Context: an optimization exercise on an open-source flow, tuned for small area. The choices shown serve that exercise and are no tape-out recipe.
RTL that was checked went through simulation tests only; none was proved equivalent to the original.
No driver is modelled on the clock port, so clock power and skew are understated where the tree is cut down; a real chip needs a root buffer or a tree.
Power and IR drop assume default switching activity.

// timer
module timer #(
    parameter timerBaseAddr = 0,
    parameter timerbits = 16,
    parameter addrWidth = 32
) (
    input sel,
    enable,
    reset,
    clk,
    write,
    input logic [addrWidth-1:0] addr,
    input logic [timerbits-1:0] wdata,
    output logic [timerbits-1:0] rdata,
    output logic ready,
    slverr
);
export LEC_CHECK = 0
export CAP_MARGIN = 20
export CORE_MARGIN = 2
export CORE_UTILIZATION = 40
export SLEW_MARGIN = 20
create_clock -name core_clock -period 4.0 [get_ports {clk}]
standard.sh (not shown) runs the stock make flow with config.mk's settings and CLKGATE_MAP_FILE= SYNTH_SCRIPT=/design/flow/synth_recipe.tcl, a recipe that flattens the netlist after the stock synthesis.
==> flow/flow/run.sh <==
#!/bin/bash
# Layout flow: the standard flow (standard.sh) with three changes:
#  - synthesis is ORFS's synthesis script with an area-oriented ABC script
#    (flow/area.abc) and without the half-adder extraction step;
#  - the ports are buffered with the smallest buffer (buf_1);
#  - CTS uses small clock buffers and no dummy loads.
# Each tool's full output is in the ORFS logs under orfs/logs/, and make's in
# the *.log files here.
set -euo pipefail
HERE=$(pwd)
FLOWDIR=$HERE/flow

# Synthesis script: ORFS's synth.tcl with ABC running flow/area.abc.
sed "s|  log_cmd abc {\*}\$abc_args|  set abc_args [lreplace \$abc_args 1 1 $FLOWDIR/area.abc]\n  log_cmd abc {*}\$abc_args|" \
  "$FLOW_HOME/scripts/synth.tcl" > "$HERE/area_synth.tcl"
grep -q "area.abc" "$HERE/area_synth.tcl"
sed "s|source \$::env(SCRIPTS_DIR)/synth.tcl|source $HERE/area_synth.tcl|" \
  "$HERE/synth_recipe.tcl" > "$HERE/area_synth_recipe.tcl"
grep -q "area_synth.tcl" "$HERE/area_synth_recipe.tcl"

# standard.sh with that synthesis script and no adder mapping.
sed -e "s|SYNTH_SCRIPT=[^ ]*|SYNTH_SCRIPT=$HERE/area_synth_recipe.tcl ADDER_MAP_FILE=|" \
  "$HERE/standard.sh" > "$HERE/area_standard.sh"
grep -q "area_synth_recipe.tcl" "$HERE/area_standard.sh"

export BUFFER_PORTS_ARGS="-buffer_cell sky130_fd_sc_hd__buf_1"
export CTS_ARGS="-sink_clustering_enable -repair_clock_nets -dont_use_dummy_load -sink_clustering_size 60 -sink_clustering_max_diameter 500 -buf_list {sky130_fd_sc_hd__clkbuf_16}"

bash "$HERE/area_standard.sh" > "$HERE/flow_make.log" 2>&1
==> flow/flow/area.abc <==
strash
dch -f
amap
strash
dch -f
amap
topo
The baseline completed with no timing, DRC or antenna violations.
Change:
--- a/flow/flow/run.sh
+++ b/flow/flow/run.sh
@@ -26,3 +26,3 @@
 export BUFFER_PORTS_ARGS="-buffer_cell sky130_fd_sc_hd__buf_1"
-export CTS_ARGS="-sink_clustering_enable -repair_clock_nets -dont_use_dummy_load -sink_clustering_size 60 -sink_clustering_max_diameter 500 -buf_list {sky130_fd_sc_hd__clkbuf_16}"
+export CTS_ARGS="-sink_clustering_enable -repair_clock_nets -dont_use_dummy_load -sink_clustering_size 60 -sink_clustering_max_diameter 500 -buf_list {sky130_fd_sc_hd__clkbuf_8}"
 
The changed run went through all stages and came out clean. Synthesized cell count does not change. Total power came out lower by 12%. Count of clock-buffer cells in the layout does not change. Final area is lower by 2.1%. Wire length falls by 0.46%. Clock skew went up by 0.0051 ns. Hold slack improved by 0.0047 ns.
Change:
==> flow/flow/run.sh (replaced) <==
#!/bin/bash
# Standard layout, but with the smallest buffer on the ports.
export BUFFER_PORTS_ARGS="-buffer_cell sky130_fd_sc_hd__buf_1"
bash standard.sh > standard.log 2>&1
removed: flow/flow/area.abc
Global-route usage drops by 3.7 points.
Fmax drops by 17%.
Total power climbs by about 7%.
Final cell count drops by about 3%.
Wire length drops by 2.5%.
Setup slack gets worse by 0.62 ns.
Design area climbs by 13%.
Synthesized cell count drops by about 4.5%.
Utilization drops by 3.1 points.
Change:
==> flow/flow/run.sh (replaced) <==
#!/bin/bash
# Layout flow: the standard flow (standard.sh) with three changes:
#  - synthesis is ORFS's synthesis script with an area-oriented ABC script
#    (flow/area.abc) and without the half-adder extraction step;
#  - the ports are buffered with the smallest buffer (buf_1);
#  - CTS uses small clock buffers and no dummy loads.
# Each tool's full output is in the ORFS logs under orfs/logs/, and make's in
# the *.log files here.
set -euo pipefail
HERE=$(pwd)
FLOWDIR=$HERE/flow

# Synthesis script: ORFS's synth.tcl with ABC running flow/area.abc.
sed "s|  log_cmd abc {\*}\$abc_args|  set abc_args [lreplace \$abc_args 1 1 $FLOWDIR/area.abc]\n  log_cmd abc {*}\$abc_args|" \
  "$FLOW_HOME/scripts/synth.tcl" > "$HERE/area_synth.tcl"
grep -q "area.abc" "$HERE/area_synth.tcl"
sed "s|source \$::env(SCRIPTS_DIR)/synth.tcl|source $HERE/area_synth.tcl|" \
  "$HERE/synth_recipe.tcl" > "$HERE/area_synth_recipe.tcl"
grep -q "area_synth.tcl" "$HERE/area_synth_recipe.tcl"

# standard.sh with that synthesis script and no adder mapping.
sed -e "s|SYNTH_SCRIPT=[^ ]*|SYNTH_SCRIPT=$HERE/area_synth_recipe.tcl ADDER_MAP_FILE=|" \
  "$HERE/standard.sh" > "$HERE/area_standard.sh"
grep -q "area_synth_recipe.tcl" "$HERE/area_standard.sh"

export BUFFER_PORTS_ARGS="-buffer_cell sky130_fd_sc_hd__buf_1"
export CTS_ARGS="-sink_clustering_enable -repair_clock_nets -dont_use_dummy_load -buf_list {sky130_fd_sc_hd__clkbuf_4 sky130_fd_sc_hd__clkbuf_8}"

bash "$HERE/area_standard.sh" > "$HERE/flow_make.log" 2>&1
==> flow/flow/area.abc (new file) <==
strash
dch -f
amap
strash
dch -f
amap
topo
Total power falls by 6.3%.
Non-clock buffer count falls by 1.
Wire length rises by about 2.6%.
Via count rises by about 5%.
Hold slack degrades by 0.030 ns.
Setup slack improves by 0.62 ns.
Final area falls by 12%.
Global-route usage rises by 3.7 points.
Sequential power barely changes.
Utilization rises by 3.1 points.
No functional check of the RTL was part of any run of this note.

Setup of run 1:
The RTL this note starts from:
==> flow/design.v <==
module timer #(
    parameter timerBaseAddr = 0,
    parameter timerbits = 16,
    parameter addrWidth = 32
) (
    input sel,
    enable,
    reset,
    clk,
    write,
    input logic [addrWidth-1:0] addr,
    input logic [timerbits-1:0] wdata,
    output logic [timerbits-1:0] rdata,
    output logic ready,
    slverr
);
  logic [1:0] apb_state;
  logic [timerbits-1:0] current_value;
  logic [timerbits-1:0] max_value_n;   
  wire [timerbits-1:0] max_value = ~max_value_n;
  logic pause;
  logic running;    
  logic complete;   
  wire [addrWidth-1:0] offs = addr - timerBaseAddr;
  wire in_range = (offs[addrWidth-1:2] == 0) && !(offs[1] && offs[0]);
  wire a_goal = offs[0];   
  wire a_curr = offs[1];   
  wire a_stat = !offs[1] && !offs[0];
  wire se = sel && enable;
  wire is_write = apb_state == 2'b10;
  wire is_read = apb_state == 2'b11;
  wire wr_cycle = reset && in_range && is_write && se;
  wire rd_cycle = reset && in_range && is_read && se;
  wire wr_stat = wr_cycle && a_stat;
  wire wr_goal = wr_cycle && a_goal;
  wire equal = current_value == max_value;
  wire goal_keep = reset && !wr_goal;
  wire [timerbits-1:0] goal_next_n = ~(({timerbits{wr_goal}} & wdata) |
                                   ({timerbits{goal_keep}} & max_value));
  wire cnt_keep = reset && !(wr_stat && !wdata[0]);
  wire [timerbits-1:0] carry;
  assign carry[0] = running && !pause;
  genvar i;
  generate
    for (i = 1; i < timerbits; i = i + 1) begin : g_carry
      assign carry[i] = carry[i-1] && current_value[i-1];
    end
  endgenerate
  wire [timerbits-1:0] cnt_next = {timerbits{cnt_keep}} & (current_value ^ carry);
  wire stat_keep = reset && !wr_stat;
  wire pause_next = (wr_stat && wdata[1]) || (stat_keep && pause);
  wire running_next = (wr_stat && wdata[0]) || (stat_keep && running && !equal);
  wire complete_next = stat_keep && (complete || (running && equal));
  wire bus_keep = reset && !in_range;
  wire bus_step = reset && in_range;
  logic [1:0] apb_next;
  always_comb begin
    case (apb_state)
      2'b00: apb_next = sel ? 2'b01 : 2'b00;
      2'b01: apb_next = se ? (write ? 2'b10 : 2'b11) : 2'b01;
      default: apb_next = se ? apb_state : 2'b00;
    endcase
    apb_next = ({2{bus_step}} & apb_next) | ({2{bus_keep}} & apb_state);
  end
  wire ready_next = (bus_step && apb_state[1]) || (bus_keep && ready);
  wire slverr_next = (bus_step && is_write && (slverr || (se && a_curr))) ||
                     (bus_keep && slverr);
  wire rd_keep = bus_keep || (bus_step && is_read && !se);
  wire rd_goal = rd_cycle && a_goal;
  wire rd_curr = rd_cycle && a_curr;
  wire rd_stat = rd_cycle && a_stat;
  wire [3:0] status = {complete, running, pause, running | complete};
  wire [timerbits-1:0] rdata_next = ({timerbits{rd_goal}} & max_value) |
                                    ({timerbits{rd_curr}} & current_value) |
                                    ({timerbits{rd_stat}} & {{(timerbits-4){1'b0}}, status}) |
                                    ({timerbits{rd_keep}} & rdata);
  always @(posedge clk) begin
    apb_state <= apb_next;
    current_value <= cnt_next;
    max_value_n <= goal_next_n;
    pause <= pause_next;
    running <= running_next;
    complete <= complete_next;
    rdata <= rdata_next;
    ready <= ready_next;
    slverr <= slverr_next;
  end
endmodule
export LEC_CHECK = 0
export CAP_MARGIN = 20
export CORE_MARGIN = 2
export CORE_UTILIZATION = 70
export GPL_TIMING_DRIVEN = 0
export SLEW_MARGIN = 20
create_clock -name core_clock -period 4.0 [get_ports {clk}]
==> flow/flow/run.sh <==
#!/bin/bash
# Layout flow: the standard flow (standard.sh) with these changes:
#  - synthesis is ORFS's synthesis script without the half-adder extraction
#    step, and with ABC run with each area-oriented script in flow/abc/,
#    keeping the smallest mapping (flow/abc_best.tcl);
#  - the ports are buffered with the smallest buffer (buf_1);
#  - the clock is buffered by flow/cts_hook.tcl (four clock buffers, each
#    driving a nearby group of flip-flops) instead of TritonCTS;
#  - the repair steps may use only small buffers (flow/small_bufs.tcl), and
#    cells whose *_1 size has the area of their *_0 size use the *_1 size
#    (flow/pre_resize.tcl).
# Each tool's full output is in the ORFS logs under orfs/logs/, and make's in
# the *.log files here.
set -euo pipefail
HERE=$(pwd)
FLOWDIR=$HERE/flow

# Synthesis script: ORFS's synth.tcl with ABC run by flow/abc_best.tcl.
sed "s|  log_cmd abc {\*}\$abc_args|  set area_abc_scripts [lsort [glob $FLOWDIR/abc/*.abc]]\n  source $FLOWDIR/abc_best.tcl|" \
  "$FLOW_HOME/scripts/synth.tcl" > "$HERE/area_synth.tcl"
grep -q "abc_best.tcl" "$HERE/area_synth.tcl"
sed "s|source \$::env(SCRIPTS_DIR)/synth.tcl|source $HERE/area_synth.tcl|" \
  "$HERE/synth_recipe.tcl" > "$HERE/area_synth_recipe.tcl"
grep -q "area_synth.tcl" "$HERE/area_synth_recipe.tcl"

# standard.sh with that synthesis script and no adder mapping.
sed -e "s|SYNTH_SCRIPT=[^ ]*|SYNTH_SCRIPT=$HERE/area_synth_recipe.tcl ADDER_MAP_FILE=|" \
  "$HERE/standard.sh" > "$HERE/area_standard.sh"
grep -q "area_synth_recipe.tcl" "$HERE/area_standard.sh"

export BUFFER_PORTS_ARGS="-buffer_cell sky130_fd_sc_hd__buf_1"
export PRE_CTS_TCL="$FLOWDIR/cts_hook.tcl"
export PRE_GLOBAL_PLACE_TCL="$FLOWDIR/small_bufs.tcl"
export PRE_RESIZE_TCL="$FLOWDIR/pre_resize.tcl"
export PRE_GLOBAL_ROUTE_TCL="$FLOWDIR/small_bufs.tcl"

bash "$HERE/area_standard.sh" > "$HERE/flow_make.log" 2>&1
==> flow/flow/abc/h2.abc <==
strash
dch -f
amap
strash
dch -f
amap
strash
&get -n
&deepsyn -T 20
&put
dch -f
amap
topo
==> flow/flow/pre_resize.tcl <==
# PRE_RESIZE hook, before repair_design: the *_0 sizes of these cells have
# the same area as their *_1 sizes but drive less, so use the *_1 sizes, and
# keep the resizer to small buffers.
source [file join [file dirname [info script]] small_bufs.tcl]
foreach inst [get_cells *] {
  set m [get_property $inst ref_name]
  if {[regexp {^(sky130_fd_sc_hd__(o21ai|and2|or2|a21boi|o311ai))_0$} $m -> base]} {
    replace_cell $inst ${base}_1
  }
}
Other scripts of this flow, unchanged in this note and not shown: flow/flow/abc/b2.abc, flow/flow/abc/b4.abc, flow/flow/abc/d1.abc, flow/flow/abc/d7.abc, flow/flow/abc/g3.abc, flow/flow/abc/g6.abc, flow/flow/abc/g8.abc, flow/flow/abc_best.tcl, flow/flow/clkbuf.tcl, flow/flow/cts_hook.tcl, flow/flow/small_bufs.tcl
The flow did not stop early for run 1: all stages ran, and the layout cleared the timing, DRC and antenna checks.
## Diff of input files: run 2 against run 1
# run 1
export LEC_CHECK = 0
export CAP_MARGIN = 20
export CORE_MARGIN = 2
export CORE_UTILIZATION = 70
export GPL_TIMING_DRIVEN = 0
export SLEW_MARGIN = 20
create_clock -name core_clock -period 4.0 [get_ports {clk}]
# run 2
export LEC_CHECK = 0
export CAP_MARGIN = 20
export CORE_MARGIN = 2
export CORE_UTILIZATION = 80
export GPL_TIMING_DRIVEN = 0
export SLEW_MARGIN = 20
create_clock -name core_clock -period 4.0 [get_ports {clk}]
removed: flow/flow/abc/h2.abc
Results
In the summary table, run 2 is marked failed, with error GPL-0301 raised in global placement (3_3_place_gp).
Comparing run 2 and run 1, starting utilization of the core area is lower on run 1.
Changes observed in run 2 relative to run 1: area fraction in compound gates after synthesis rose by 0.70 points, horizontal die dimension fell 3.5 µm, number of nets produced by synthesis shrank by about 0.33%.
> inputs changed (run 2 -> run 3)
# run 2
export LEC_CHECK = 0
export CAP_MARGIN = 20
export CORE_MARGIN = 2
export CORE_UTILIZATION = 80
export GPL_TIMING_DRIVEN = 0
export SLEW_MARGIN = 20
create_clock -name core_clock -period 4.0 [get_ports {clk}]
# run 3
export LEC_CHECK = 0
export CAP_MARGIN = 20
export CORE_MARGIN = 2
export CORE_UTILIZATION = 70
export GPL_TIMING_DRIVEN = 0
export SLEW_MARGIN = 20
create_clock -name core_clock -period 4.0 [get_ports {clk}]
--- a/flow/flow/run.sh
+++ b/flow/flow/run.sh
@@ -7,7 +7,5 @@
 #  - the clock is buffered by flow/cts_hook.tcl (four clock buffers, each
 #    driving a nearby group of flip-flops) instead of TritonCTS;
-#  - the repair steps may use only small buffers (flow/small_bufs.tcl), and
-#    cells whose *_1 size has the area of their *_0 size use the *_1 size
-#    (flow/pre_resize.tcl).
+#  - the repair steps may use only small buffers (flow/small_bufs.tcl).
 # Each tool's full output is in the ORFS logs under orfs/logs/, and make's in
 # the *.log files here.
@@ -32,5 +30,5 @@
 export PRE_CTS_TCL="$FLOWDIR/cts_hook.tcl"
 export PRE_GLOBAL_PLACE_TCL="$FLOWDIR/small_bufs.tcl"
-export PRE_RESIZE_TCL="$FLOWDIR/pre_resize.tcl"
+export PRE_RESIZE_TCL="$FLOWDIR/small_bufs.tcl"
 export PRE_GLOBAL_ROUTE_TCL="$FLOWDIR/small_bufs.tcl"
 
removed: flow/flow/pre_resize.tcl
## What came out
The final layout from run 3, which completed every stage, passed the timing, DRC and antenna checks at the end of the flow. From run 2 to run 3, count of different cell masters after synthesis did not move at all. Across both runs, placement row count was higher for run 3 than for run 2. Looking at die width across run 3 and run 2, the one that comes out lower is run 2. Reported for run 3 and run 2, post-synthesis instance area turned out identical to the last digit. On floorplan die height: run 3 sits above run 2.
The clock cells of run 1 and run 3 come from the design's own scripts or RTL, not from TritonCTS.

RTL: the design.v shown in full above, as it stands there.
clock: 4.0 ns
lec_check: 0
cap_margin: 10
core_margin: 2
core_utilization: 70
gpl_timing_driven: 0
slew_margin: 10
==> flow/flow/run.sh <==
#!/bin/bash
# Layout flow: the standard flow (standard.sh) with these changes:
#  - synthesis is ORFS's synthesis script without the half-adder extraction
#    step, and with ABC run with each area-oriented script in flow/abc/,
#    keeping the smallest mapping (flow/abc_best.tcl);
#  - the ports are buffered with the smallest buffer (buf_1);
#  - the clock is buffered by flow/cts_hook.tcl (four clock buffers, each
#    driving a nearby group of flip-flops) instead of TritonCTS;
#  - the repair steps may use only small buffers (flow/small_bufs.tcl), and
#    cells whose *_1 size has the area of their *_0 size use the *_1 size
#    (flow/pre_resize.tcl).
# Each tool's full output is in the ORFS logs under orfs/logs/, and make's in
# the *.log files here.
set -euo pipefail
HERE=$(pwd)
FLOWDIR=$HERE/flow

# Synthesis script: ORFS's synth.tcl with ABC run by flow/abc_best.tcl.
sed "s|  log_cmd abc {\*}\$abc_args|  set area_abc_scripts [lsort [glob $FLOWDIR/abc/*.abc]]\n  source $FLOWDIR/abc_best.tcl|" \
  "$FLOW_HOME/scripts/synth.tcl" > "$HERE/area_synth.tcl"
grep -q "abc_best.tcl" "$HERE/area_synth.tcl"
sed "s|source \$::env(SCRIPTS_DIR)/synth.tcl|source $HERE/area_synth.tcl|" \
  "$HERE/synth_recipe.tcl" > "$HERE/area_synth_recipe.tcl"
grep -q "area_synth.tcl" "$HERE/area_synth_recipe.tcl"

# standard.sh with that synthesis script and no adder mapping.
sed -e "s|SYNTH_SCRIPT=[^ ]*|SYNTH_SCRIPT=$HERE/area_synth_recipe.tcl ADDER_MAP_FILE=|" \
  "$HERE/standard.sh" > "$HERE/area_standard.sh"
grep -q "area_synth_recipe.tcl" "$HERE/area_standard.sh"

export BUFFER_PORTS_ARGS="-buffer_cell sky130_fd_sc_hd__buf_1"
export PRE_CTS_TCL="$FLOWDIR/cts_hook.tcl"
export PRE_GLOBAL_PLACE_TCL="$FLOWDIR/small_bufs.tcl"
export PRE_RESIZE_TCL="$FLOWDIR/pre_resize.tcl"
export PRE_GLOBAL_ROUTE_TCL="$FLOWDIR/small_bufs.tcl"

bash "$HERE/area_standard.sh" > "$HERE/flow_make.log" 2>&1
==> flow/flow/clkbuf.tcl <==
# Manual clock buffering: split the flip-flops on net clk into CLKB_N groups by
# k-means on their placed locations, and drive each group from its own
# CLKB_CELL buffer placed at the group's centre; the buffers' inputs are on clk.
proc manual_clock_buffers {n cell} {
  set db [ord::get_db]; set block [[$db getChip] getBlock]
  set net [$block findNet clk]
  set pts {}
  foreach it [$net getITerms] {
    set loc [[$it getInst] getLocation]
    lappend pts [list [lindex $loc 0] [lindex $loc 1] $it]
  }
  set pts [lsort -integer -index 0 $pts]
  set m [llength $pts]
  # initial centres: evenly spaced in x order
  set cs {}
  for {set g 0} {$g < $n} {incr g} {
    set e [lindex $pts [expr {int(($g + 0.5) * $m / $n)}]]
    lappend cs [list [lindex $e 0] [lindex $e 1]]
  }
  set cap [expr {int(ceil(double($m) / $n))}]
  for {set iter 0} {$iter < 30} {incr iter} {
    # balanced assignment: greedy by distance, each group at most cap sinks
    set pairs {}
    set i 0
    foreach p $pts {
      set g 0
      foreach c $cs {
        set d [expr {abs([lindex $p 0] - [lindex $c 0]) + abs([lindex $p 1] - [lindex $c 1])}]
        lappend pairs [list $d $i $g]
        incr g
      }
      incr i
    }
    set pairs [lsort -integer -index 0 $pairs]
    set asg [lrepeat $m -1]; set cnt [lrepeat $n 0]
    foreach pr $pairs {
      lassign $pr d i g
      if {[lindex $asg $i] >= 0} continue
      if {[lindex $cnt $g] >= $cap} continue
      lset asg $i $g; lset cnt $g [expr {[lindex $cnt $g] + 1}]
    }
    set ncs {}
    for {set g 0} {$g < $n} {incr g} {
      set sx 0; set sy 0; set k 0
      for {set i 0} {$i < $m} {incr i} {
        if {[lindex $asg $i] == $g} { set p [lindex $pts $i]; incr sx [lindex $p 0]; incr sy [lindex $p 1]; incr k }
      }
      if {$k > 0} { lappend ncs [list [expr {$sx / $k}] [expr {$sy / $k}]] } else { lappend ncs [lindex $cs $g] }
    }
    set cs $ncs
  }
  set master [$db findMaster $cell]
  set insts {}
  for {set g 0} {$g < $n} {incr g} {
    set inst [odb::dbInst_create $block $master clkbuf_manual_$g]
    set nn [odb::dbNet_create $block clk_manual_$g]
    $nn setSigType CLOCK
    for {set i 0} {$i < $m} {incr i} {
      if {[lindex $asg $i] == $g} { set it [lindex [lindex $pts $i] 2]; $it disconnect; $it connect $nn }
    }
    [$inst findITerm A] connect $net
    [$inst findITerm X] connect $nn
    $inst setLocation [lindex [lindex $cs $g] 0] [lindex [lindex $cs $g] 1]
    $inst setPlacementStatus PLACED
    $inst setSourceType TIMING
    lappend insts $inst
  }
  return $insts
}

# Clock slew at the flip-flops each buffer drives, from placement parasitics.
proc manual_clock_group_slew {inst} {
  set mx 0
  set nn [[$inst findITerm X] getNet]
  foreach it [$nn getITerms] {
    if {[$it isOutputSignal]} continue
    set p [get_pins [[$it getInst] getName]/[[$it getMTerm] getName]]
    set s [get_property $p slew_max]
    if {$s > $mx} { set mx $s }
  }
  return $mx
}

# Size each clock buffer up, one step at a time, until the clock slew at its
# flip-flops is at most max_slew (ns) by the placement estimate.
proc manual_clock_buffer_sizes {insts sizes max_slew} {
  foreach inst $insts {
    set i 0
    while {1} {
      estimate_parasitics -placement
      set s [manual_clock_group_slew $inst]
      set m [[$inst getMaster] getName]
      puts "clock buffer [$inst getName] $m: [llength [[[$inst findITerm X] getNet] getITerms]] pins, slew [format %.3f $s]"
      set i [lsearch $sizes $m]
      if {$s <= $max_slew || $i < 0 || $i + 1 >= [llength $sizes]} break
      replace_cell [get_cells [$inst getName]] [lindex $sizes [expr {$i + 1}]]
    }
  }
}
==> flow/flow/cts_hook.tcl <==
# PRE_CTS hook: buffer the clock by hand instead of TritonCTS. The clock port
# drives four clock buffers; each drives a nearby group of flip-flops, and is
# sized up if the clock slew at its flip-flops would be high.
source [file join [file dirname [info script]] small_bufs.tcl]
source [file join [file dirname [info script]] clkbuf.tcl]
set_propagated_clock [all_clocks]
set clock_buffers [manual_clock_buffers 4 sky130_fd_sc_hd__clkbuf_8]
manual_clock_buffer_sizes $clock_buffers \
  {sky130_fd_sc_hd__clkbuf_8 sky130_fd_sc_hd__clkbuf_16} 0.110
proc clock_tree_synthesis {args} {
  puts "clock_tree_synthesis skipped: the clock was buffered by cts_hook.tcl"
}
Other scripts of this flow, unchanged in this note and not shown: flow/flow/abc/b2.abc, flow/flow/abc/b4.abc, flow/flow/abc/d1.abc, flow/flow/abc/d7.abc, flow/flow/abc/g3.abc, flow/flow/abc/g6.abc, flow/flow/abc/g8.abc, flow/flow/abc_best.tcl, flow/flow/pre_resize.tcl, flow/flow/small_bufs.tcl
==> next run, changes <==
- CAP_MARGIN: 10 -> 20
- SLEW_MARGIN: 10 -> 20
Result:
- maximum frequency goes down by about 2.5%
- power increases by 0.49%
- clock power increases by about 2%
- global-route usage went up by 0.11 points
==> next run, changes <==
--- a/flow/flow/run.sh
+++ b/flow/flow/run.sh
@@ -5,5 +5,5 @@
 #    keeping the smallest mapping (flow/abc_best.tcl);
 #  - the ports are buffered with the smallest buffer (buf_1);
-#  - the clock is buffered by flow/cts_hook.tcl (four clock buffers, each
+#  - the clock is buffered by flow/cts_hook.tcl (three or four clock buffers, each
 #    driving a nearby group of flip-flops) instead of TritonCTS;
 #  - the repair steps may use only small buffers (flow/small_bufs.tcl), and
--- a/flow/flow/clkbuf.tcl
+++ b/flow/flow/clkbuf.tcl
@@ -98,2 +98,64 @@
   }
 }
+
+# Undo manual_clock_buffers: put the flip-flops back on clk and delete the
+# buffers and their nets.
+proc manual_clock_undo {insts} {
+  set block [[[ord::get_db] getChip] getBlock]
+  set net [$block findNet clk]
+  foreach inst $insts {
+    set nn [[$inst findITerm X] getNet]
+    foreach it [$nn getITerms] {
+      if {[$it getInst] eq $inst} continue
+      $it disconnect
+      $it connect $net
+    }
+    odb::dbInst_destroy $inst
+    odb::dbNet_destroy $nn
+  }
+}
+
+proc manual_clock_area {insts} {
+  set a 0
+  foreach inst $insts {
+    set m [$inst getMaster]
+    set a [expr {$a + [$m getWidth] * [$m getHeight]}]
+  }
+  return $a
+}
+
+proc manual_clock_max_slew {insts} {
+  estimate_parasitics -placement
+  set mx 0
+  foreach inst $insts {
+    set s [manual_clock_group_slew $inst]
+    if {$s > $mx} { set mx $s }
+  }
+  return $mx
+}
+
+# Try each {groups first_cell} configuration, sizing buffers up as needed to
+# meet max_slew, and keep the one with the least buffer area.
+proc manual_clock_tree {configs sizes max_slew} {
+  set best ""
+  set best_area 0
+  foreach cfg $configs {
+    lassign $cfg n cell
+    set insts [manual_clock_buffers $n $cell]
+    manual_clock_buffer_sizes $insts $sizes $max_slew
+    set a [manual_clock_area $insts]
+    set s [manual_clock_max_slew $insts]
+    puts "clock configuration $n x $cell: buffer area [expr {$a / 1e6}] um2, slew [format %.3f $s]"
+    manual_clock_undo $insts
+    if {$s <= $max_slew && ($best eq "" || $a < $best_area)} {
+      set best $cfg
+      set best_area $a
+    }
+  }
+  if {$best eq ""} { set best [lindex $configs end] }
+  lassign $best n cell
+  puts "clock configuration chosen: $n x $cell"
+  set insts [manual_clock_buffers $n $cell]
+  manual_clock_buffer_sizes $insts $sizes $max_slew
+  return $insts
+}
==> flow/flow/cts_hook.tcl (replaced) <==
# PRE_CTS hook: buffer the clock by hand instead of TritonCTS. The clock port
# drives three or four clock buffers; each drives a nearby group of
# flip-flops. Three buffers are used if the clock slew at the flip-flops
# stays low enough by the placement estimate, else four; a buffer is sized
# up if its flip-flops' clock slew would be high.
source [file join [file dirname [info script]] small_bufs.tcl]
source [file join [file dirname [info script]] clkbuf.tcl]
set_propagated_clock [all_clocks]
set clock_buffers [manual_clock_tree \
  {{3 sky130_fd_sc_hd__clkbuf_8} {4 sky130_fd_sc_hd__clkbuf_8}} \
  {sky130_fd_sc_hd__clkbuf_8 sky130_fd_sc_hd__clkbuf_16} 0.110]
proc clock_tree_synthesis {args} {
  puts "clock_tree_synthesis skipped: the clock was buffered by cts_hook.tcl"
}
What happened: Final area barely changes; synthesized area is unchanged; total power stays flat; die area is unchanged; sequential power barely changes.
In every run of this note, the design's own scripts or RTL, not TritonCTS, make the clock network.

## what the ideal ports hide
Ports are ideal in the flow. The routed layouts listed here were re-timed in OpenROAD. Step 1 (the two cells are an assumption about what drives the block):
set clk [get_ports {clk}]
set_driving_cell -lib_cell sky130_fd_sc_hd__clkbuf_16 $clk
set_driving_cell -lib_cell sky130_fd_sc_hd__buf_2 [delete_from_list [all_inputs] $clk]
Step 2 moves the port delays by t, midway between the first and last clock arrival at a register: inputs arrive t later, outputs are due t later. That takes back most of the time a late clock gives input paths. a / b / c = ideal ports / drivers / drivers and shift; a / b = the first two.
run	t (ns)	setup slack, ns	pins driven straight from the clock port
the first run of note 1	0.311	0.934 / 0.934 / 0.811	1
the second run of note 1	0.328	0.989 / 0.989 / 0.826	1
the third run of note 1	0.330	0.372 / 0.372 / 0.372	1
the fourth run of note 1	0.328	0.989 / 0.989 / 0.826	1
run 1	0.198	0.399 / 0.429 / 0.231	4
run 3	0.196	0.399 / 0.426 / 0.231	4
the first run of note 3	0.200	0.351 / 0.383 / 0.183	4
the second run of note 3	0.198	0.259 / 0.289 / 0.091	4
the third run of note 3	0.198	0.314 / 0.343 / 0.145	4
After both steps every run listed still meets setup and hold. The setup slack of the third run of note 3, which loses most, moves by +0.029 ns with the drivers and by -0.169 ns with both steps.
